What follows belongs to an exercise in optimizing a design on an open flow for small area; a production flow would make more cautious choices. In this exercise RTL edits were held to simulation tests only and were not proved equivalent to the original. No activity file was given, so power comes from the tool's default toggle rates.

--- flow/constraint.sdc ---
create_clock -name core_clock -period 6.0 [get_ports {clk}]
set_input_delay 1.2000 -clock core_clock [delete_from_list [all_inputs] [get_ports {clk}]]
set_output_delay 1.2000 -clock core_clock [all_outputs]
set_load 0.01 [all_outputs]
--- flow/flow/run.sh ---
#!/bin/bash
# Layout flow: the standard synthesis, an area re-mapping of the logic between the
# registers, then the standard ORFS layout with:
#  - ports buffered with buf_1 instead of the default delay buffer,
#  - clock tree built from clkbuf_8 leaf clusters of up to 16 sinks, no dummy loads.
# Each tool's output goes to a log in this folder.
set -euo pipefail
export BUFFER_PORTS_ARGS="-buffer_cell sky130_fd_sc_hd__buf_1"
export CTS_ARGS="-sink_clustering_enable -repair_clock_nets -dont_use_dummy_load -buf_list sky130_fd_sc_hd__clkbuf_8 -sink_clustering_size 16 -sink_clustering_max_diameter 60"
YOSYS=$(command -v yosys || echo "$FLOW_HOME/../tools/install/yosys/bin/yosys")
R=orfs/results/$FLOW_PLATFORM/slave_template/base

bash standard.sh synth > synth.log 2>&1
cp $R/1_2_yosys.v standard_synth.v
REMAP_IN=standard_synth.v REMAP_OUT=remapped.v "$YOSYS" -c flow/remap.tcl > remap.log 2>&1
cp remapped.v $R/1_2_yosys.v
rm -f $R/1_synth.odb $R/1_synth.sdc
bash standard.sh > standard.log 2>&1
--- flow/config.mk ---
export PLATFORM = sky130hd
export DESIGN_NAME = slave_template
export DESIGN_NICKNAME = slave_template
export VERILOG_FILES = /design/flow/design.v
export SDC_FILE = /design/flow/constraint.sdc
export NUM_CORES = 4
export LEC_CHECK = 0
export CAP_MARGIN = 20
export CORE_MARGIN = 2
export CORE_UTILIZATION = 60
export SETUP_SLACK_MARGIN = 0.5
export SLEW_MARGIN = 20
--- flow/flow/remap.abc ---
strash; dch; map -a; strash; dch; map -a; strash; dch; map -a; topo
--- flow/design.v ---
module slave_template (
	clk,
	reset,
	slave_address,
	slave_read,
	slave_write,
	slave_readdata,
	slave_writedata,
	slave_byteenable,
	slave_irq,
	user_dataout_0,
	user_dataout_1,
	user_dataout_2,
	user_dataout_3,
	user_dataout_4,
	user_dataout_5,
	user_dataout_6,
	user_dataout_7,
	user_dataout_8,
	user_dataout_9,
	user_dataout_10,
	user_dataout_11,
	user_dataout_12,
	user_dataout_13,
	user_dataout_14,
	user_dataout_15,
	user_datain_0,
	user_datain_1,
	user_datain_2,
	user_datain_3,
	user_datain_4,
	user_datain_5,
	user_datain_6,
	user_datain_7,
	user_datain_8,
	user_datain_9,
	user_datain_10,
	user_datain_11,
	user_datain_12,
	user_datain_13,
	user_datain_14,
	user_datain_15,
	user_chipselect,
	user_byteenable,
	user_write,
	user_read
);
	input clk;
	input reset;
	input [8:0] slave_address;
	input slave_read;
	input slave_write;
	output wire [31:0] slave_readdata;
	input [31:0] slave_writedata;
	input [3:0] slave_byteenable;
	output wire slave_irq;
	output wire [31:0] user_dataout_0;
	output wire [31:0] user_dataout_1;
	output wire [31:0] user_dataout_2;
	output wire [31:0] user_dataout_3;
	output wire [31:0] user_dataout_4;
	output wire [31:0] user_dataout_5;
	output wire [31:0] user_dataout_6;
	output wire [31:0] user_dataout_7;
	output wire [31:0] user_dataout_8;
	output wire [31:0] user_dataout_9;
	output wire [31:0] user_dataout_10;
	output wire [31:0] user_dataout_11;
	output wire [31:0] user_dataout_12;
	output wire [31:0] user_dataout_13;
	output wire [31:0] user_dataout_14;
	output wire [31:0] user_dataout_15;
	input [31:0] user_datain_0;
	input [31:0] user_datain_1;
	input [31:0] user_datain_2;
	input [31:0] user_datain_3;
	input [31:0] user_datain_4;
	input [31:0] user_datain_5;
	input [31:0] user_datain_6;
	input [31:0] user_datain_7;
	input [31:0] user_datain_8;
	input [31:0] user_datain_9;
	input [31:0] user_datain_10;
	input [31:0] user_datain_11;
	input [31:0] user_datain_12;
	input [31:0] user_datain_13;
	input [31:0] user_datain_14;
	input [31:0] user_datain_15;
	output wire [15:0] user_chipselect;
	output wire [3:0] user_byteenable;
	output wire user_write;
	output wire user_read;
	wire [3:0] word = slave_address[7:4];
	wire [1:0] rsel = slave_address[1:0];
	wire src_sel = (slave_address == 9'h100);
	wire dout_wr = slave_write & (rsel == 2'd1);
	wire mask_wr = slave_write & (rsel == 2'd2);
	wire clr_wr  = slave_write & (rsel == 2'd3);
	reg slave_write_d1;
	reg [3:0] word_d1;
	reg [3:0] byteenable_d1;
	always @(posedge clk or posedge reset)
		if (reset) slave_write_d1 <= 1'b0;
		else slave_write_d1 <= slave_write;
	always @(posedge clk) begin
		word_d1 <= word;
		byteenable_d1 <= slave_byteenable;
	end
	wire [15:0] dec_now = (slave_read | slave_write) ? (16'd1 << word) : 16'd0;
	wire [15:0] dec_d1 = 16'd1 << word_d1;
	assign user_chipselect = slave_write_d1 ? dec_d1 : dec_now;
	assign user_byteenable = slave_write_d1 ? byteenable_d1 : slave_byteenable;
	assign user_write = slave_write_d1;
	assign user_read = slave_read;
	wire [31:0] din [0:15];
	reg [511:0] dout;
	wire [31:0] mask [0:15];
	wire [31:0] ecap [0:15];
	wire [15:0] irq;
	assign din[0] = user_datain_0;
	assign user_dataout_0 = dout[31:0];
	assign din[1] = user_datain_1;
	assign user_dataout_1 = dout[63:32];
	assign din[2] = user_datain_2;
	assign user_dataout_2 = dout[95:64];
	assign din[3] = user_datain_3;
	assign user_dataout_3 = dout[127:96];
	assign din[4] = user_datain_4;
	assign user_dataout_4 = dout[159:128];
	assign din[5] = user_datain_5;
	assign user_dataout_5 = dout[191:160];
	assign din[6] = user_datain_6;
	assign user_dataout_6 = dout[223:192];
	assign din[7] = user_datain_7;
	assign user_dataout_7 = dout[255:224];
	assign din[8] = user_datain_8;
	assign user_dataout_8 = dout[287:256];
	assign din[9] = user_datain_9;
	assign user_dataout_9 = dout[319:288];
	assign din[10] = user_datain_10;
	assign user_dataout_10 = dout[351:320];
	assign din[11] = user_datain_11;
	assign user_dataout_11 = dout[383:352];
	assign din[12] = user_datain_12;
	assign user_dataout_12 = dout[415:384];
	assign din[13] = user_datain_13;
	assign user_dataout_13 = dout[447:416];
	assign din[14] = user_datain_14;
	assign user_dataout_14 = dout[479:448];
	assign din[15] = user_datain_15;
	assign user_dataout_15 = dout[511:480];
	genvar K, B;
	generate
		for (K = 0; K < 16; K = K + 1) begin : g_word
			for (B = 0; B < 4; B = B + 1) begin : g_lane
				always @(posedge clk or posedge reset)
					if (reset) dout[K*32+B*8+7:K*32+B*8] <= 8'd0;
					else if (dout_wr && word == K && slave_byteenable[B]) dout[K*32+B*8+7:K*32+B*8] <= slave_writedata[B*8+7:B*8];
			end
			interrupt_logic u_irq (
				.clk(clk), .reset(reset), .data_in(din[K]), .write_data(slave_writedata),
				.mask_wr(mask_wr && word == K), .clr_wr(clr_wr && word == K),
				.irq_mask(mask[K]), .edge_capture(ecap[K]), .irq_out(irq[K]));
		end
	endgenerate
	assign slave_irq = |irq;
	reg [4:0] src;
	integer j;
	always @(*) begin
		src = 5'd0;
		for (j = 15; j >= 0; j = j - 1)
			if (irq[j]) src = j + 1;
	end
	wire [15:0] wsel = 16'd1 << word;
	wire [15:0] sel_din  = wsel & {16{~src_sel & (rsel == 2'd0)}};
	wire [15:0] sel_mask = wsel & {16{rsel == 2'd2}};
	wire [15:0] sel_ecap = wsel & {16{rsel == 2'd3}};
	reg [31:0] rd_now;
	integer m;
	always @(*) begin
		rd_now = {27'd0, src & {5{src_sel}}};
		for (m = 0; m < 16; m = m + 1)
			rd_now = rd_now | (din[m] & {32{sel_din[m]}}) | (mask[m] & {32{sel_mask[m]}}) | (ecap[m] & {32{sel_ecap[m]}});
	end
	reg [31:0] rd_d1, rd_d2, rd_d3;
	always @(posedge clk) begin
		rd_d1 <= rd_now;
		rd_d2 <= rd_d1;
		rd_d3 <= rd_d2;
	end
	assign slave_readdata = rd_d3;
endmodule
module interrupt_logic (
	input clk,
	input reset,
	input [31:0] data_in,
	input [31:0] write_data,
	input mask_wr,
	input clr_wr,
	output reg [31:0] irq_mask,
	output reg [31:0] edge_capture,
	output wire irq_out
);
	reg [31:0] data_in_d1, data_in_d2, data_in_d3;
	always @(posedge clk or posedge reset)
		if (reset) begin
			data_in_d1 <= 32'd0;
			data_in_d2 <= 32'd0;
			data_in_d3 <= 32'd0;
		end else begin
			data_in_d1 <= data_in;
			data_in_d2 <= data_in_d1;
			data_in_d3 <= data_in_d2;
		end
	always @(posedge clk or posedge reset)
		if (reset) irq_mask <= 32'd0;
		else if (mask_wr) irq_mask <= write_data;
	always @(posedge clk or posedge reset)
		if (reset) edge_capture <= 32'd0;
		else edge_capture <= (edge_capture | (data_in_d2 & ~data_in_d3)) & ~({32{clr_wr}} & write_data);
	assign irq_out = |(edge_capture & irq_mask);
endmodule
--- flow/flow/remap.tcl ---
# Area-oriented re-mapping of the combinational logic of the standard synthesis netlist.
# Registers are kept as they are (same instances, names and cell types); only the logic
# between them is re-mapped with ABC's area mapper.
set lib $::env(FLOW_HOME)/platforms/sky130hd/lib/sky130_fd_sc_hd__tt_025C_1v80.lib
set in  $::env(REMAP_IN)
set out $::env(REMAP_OUT)
yosys read_liberty -ignore_miss_func $lib
yosys read_verilog $in
yosys hierarchy -top $::env(FLOW_TOP)
# every sequential cell the netlist uses stays a black box
set seq {}
foreach c [exec grep -oE {sky130_fd_sc_hd__(df|edf|sdf|dl)[a-z0-9_]*} $in] { if {[lsearch $seq $c] < 0} { lappend seq $c } }
puts "sequential cell types kept: $seq"
yosys blackbox {*}$seq
yosys flatten
yosys rename -hide w:_*_.*
yosys opt_clean -purge
yosys tee -o remap_pre.stat stat -liberty $lib
yosys abc -liberty $lib -dont_use sky130_fd_sc_hd__probe_p_8 -dont_use sky130_fd_sc_hd__probec_p_8 -dont_use sky130_fd_sc_hd__lpflow_* -script flow/remap.abc
yosys splitnets
yosys opt_clean -purge
yosys hilomap -singleton -hicell sky130_fd_sc_hd__conb_1 HI -locell sky130_fd_sc_hd__conb_1 LO
yosys insbuf -buf sky130_fd_sc_hd__buf_4 A X
yosys hierarchy -top $::env(FLOW_TOP)
yosys tee -o remap_post.stat stat -liberty $lib
yosys write_verilog -noattr -nohex -nodec $out
--- flow/standard.sh ---
#!/bin/bash
# synth_recipe.tcl (not shown) runs the flow's synth.tcl, then flattens the netlist and writes it again
# the make line also repeats each setting of config.mk as NAME=value (left out here)
make -C /OpenROAD-flow-scripts/flow DESIGN_CONFIG=/design/flow/config.mk WORK_HOME=/design/flow/orfs CLKGATE_MAP_FILE= SYNTH_SCRIPT=/design/flow/synth_recipe.tcl "${@:-finish}"
==> results.txt <==
-- layout make-up --
cell class                 count  area, um^2
clock buffer                 230        3170
antenna                      132         330
inverter                     628        2380
timing repair buffer        1443        7320
sequential                  3177       79000
fill                       12100       55200
tap                         2340        2930
multi-input combinational   4814       26200
-- state kept, by name, summed over array words and instances, names as in the netlist --
signal and flops:
byteenable_d1 4, dout 512, g_word.u_irq.data_in_d1 512, g_word.u_irq.data_in_d2 512, g_word.u_irq.data_in_d3 512, g_word.u_irq.edge_capture 512
g_word.u_irq.irq_mask 512, rd_d1 32, rd_d2 32, rd_d3 32, slave_write_d1 1, word_d1 4
-- metal layers --
layer  global-route usage, %  part of all wire (%)  up-vias
met4                    62.9                    13       78
li1                        -                     -    33800
met5                    4.95                  0.21        -
met3                    37.6                    17     4086
met1                    72.1                    30    47000
met2                    82.7                    39    11400
-- critical path, cell delays in order (launching register included) --
cell and delay, ns:
dfrtp_1 0.44, a22oi_2 0.76, nand2_1 0.17, nor2_2 0.18
nand3_2 0.11, a221oi_4 0.29, buf_4 0.17, nand4_1 0.14
nor4_2 0.36, nand3_1 0.16, nor2_1 0.16, nand2_2 0.17
buf_6 0.17
-- cells in the final DEF (no fill, tap or decap), types with 20 or more instances in the layout --
master and count:
dfrtp_1 3072, a221oi_1 139, nand3_1 192, buf_4 258, o22ai_1 20, o21ai_0 1033, nand2_1 1228, clkinv_1 623
a32o_1 29, a22oi_1 672, nand4_1 137, clkbuf_8 230, buf_1 1125, dfxtp_1 104, buf_12 55, a21oi_1 1057
nor2_1 56, diode_2 132, nor2_4 58, a22o_2 39
-- timing repair --
action	in CTS	in global routing
hold buffers	0	0
resized for setup	11	29
pin swaps	2	9
setup buffers	0	4
endpoints found under the setup margin	1	1
-- power by group --
part,internal (mW),switching (mW)
Combinational,1.04,3.29
Sequential,22.8,1.49
Clock,3.41,6.75
Total,27.3,11.5
-- through the flow --
| stage | hold slack [ns] | std cells | total power [mW] |
|---|---|---|---|
| final | 0.180 | 12800 | 38.8 |
| after global routing | 0.191 | 12700 | 39.4 |
| after CTS | 0.149 | 12600 | 38.0 |
| after detailed placement | 0.312 | 12400 | 28.4 |
| after global placement | 0.312 | 12400 | 28.2 |
| after floorplan | 0.310 | 8620 | 25.5 |
-- path summary, 6_finish.rpt --
check	from	to	slack [ns]	cells after the start
max in group asynchronous	reset	g_word[3].u_irq.irq_mask[3]	3.92	4
worst min-delay path	reset	g_word[11].u_irq.edge_capture[10]	0.18	2
worst max register to register	g_word[13].u_irq.edge_capture[10]	rd_d1[1]	1.92	13
worst min register to register	rd_d2[28]	rd_d3[28]	0.31	0
min in group core_clock	user_datain_6[20]	g_word[6].u_irq.data_in_d1[20]	0.20	1
worst max-delay path	g_word[9].u_irq.edge_capture[5]	slave_irq	0.36	12
==> impl_metrics.tcl <==
set metrics [dict create \
    status "no timing/DRC/antenna violations" \
    p_leak_nw 50.5 \
    ir_drop_mv 0.257 \
    path_clk_slew_ns 0.10 \
    ys_warn_count 2 \
    cts_buffers 230 \
    die_y_um 426 \
    grt_pass1_vias 91400 \
    drt_iter0_markers 18200 \
    routed_wl_um 582000 \
    worst_slack_ns 0.365 \
    netlist_area_um2 107000 \
    fin_crit_ns 5.64 \
    fp.dieW_um 426 \
    row_count 154 \
    clockBufferDepth 3 \
    dr.pass1.iters 12 \
    clk_latency_ns 1.15 \
    rsz0062_at_grt "false" \
    vias 96400 \
    finalHoldViolCount 0 \
    wl_per_cell_um 45.6 \
    grt_max_degree 203 \
    portBuffers 1127 \
    grt_pass1_wl_um 770000 \
    clock.fmax_mhz 177 \
    dp_slack_ns 0.870 \
    syn_avg_cell_area_um2 12.4 \
    place_area_um2 118000 \
    syn_to_final_growth_pct 13.6 \
    fin_skew_ns 0.0799 \
    syn_inst 8620 \
    gr-total-overflow 0 \
    worst_pin_slew_ns 1.38 \
    cts_htree_levels 4 \
    post-route-period-util_pct 93.9 \
    tns_ns 0 \
    final_layout_size_suffix_gt1_share_pct 7.04 \
    worstPathRequired_ns 4.80 \
    fin_area_um2 121000 \
    numClockSinks 3177 \
    fin_nets 10900 \
    grtUsageTotal_pct 64.2 \
    gp_congestion 1.15 \
    antenna_found_initial 141 \
    ios 1128 \
    critPathCaptureType "primary output" \
    setup_viol 0 \
    core_um2 176000 \
    worstPathArrival_ns 4.44 \
    crit_fanout 3 \
    critPathKind "flop to primary output" \
    dieArea_um2 181000 \
    slew_headroom_pct 7.69 \
    detail-route-antenna-nets 0 \
    viasPerCell 7.55 \
    dpl.hpwl_um 415000 \
    fin_util_pct 68.7 \
    power.density_nw_per_um2 320 \
    hold_path_class "primary input to asynchronous set/reset pin" \
    cts_root_buffer "clkbuf_8" \
    initial_core_util_pct 60.5 \
    start_kind "flop" \
    synth_fp_nets 9181 \
    maxCapViolCount 0 \
    drc 0 \
    cts_tree "done" \
    drv_slew 0 \
]

## afterwards: timing with drivers on the ports
Ports are ideal in the flow. The routed layout listed here was re-timed in OpenROAD.
Step 1 assumes that a clkbuf_16 drives the clock port and a buf_2 every other input.
Step 2 moves the port delays by t, midway between the first and last clock arrival at a register: inputs arrive t later, outputs are due t later. That takes back most of the time a late clock gives input paths.
Three values: no drivers, after step 1, after step 2; two values: the first two.
t, ns: 1.205
setup slack, ns: 0.365 / 0.269 / 0.279
latest minus earliest clock arrival (ns): 0.097 / 0.098
worst register clock-pin slew, ns: 0.12 / 0.12
After both steps this run still meets setup and hold. For this run, drivers alone change the setup slack by -0.096 ns; drivers and shift together by -0.086 ns.
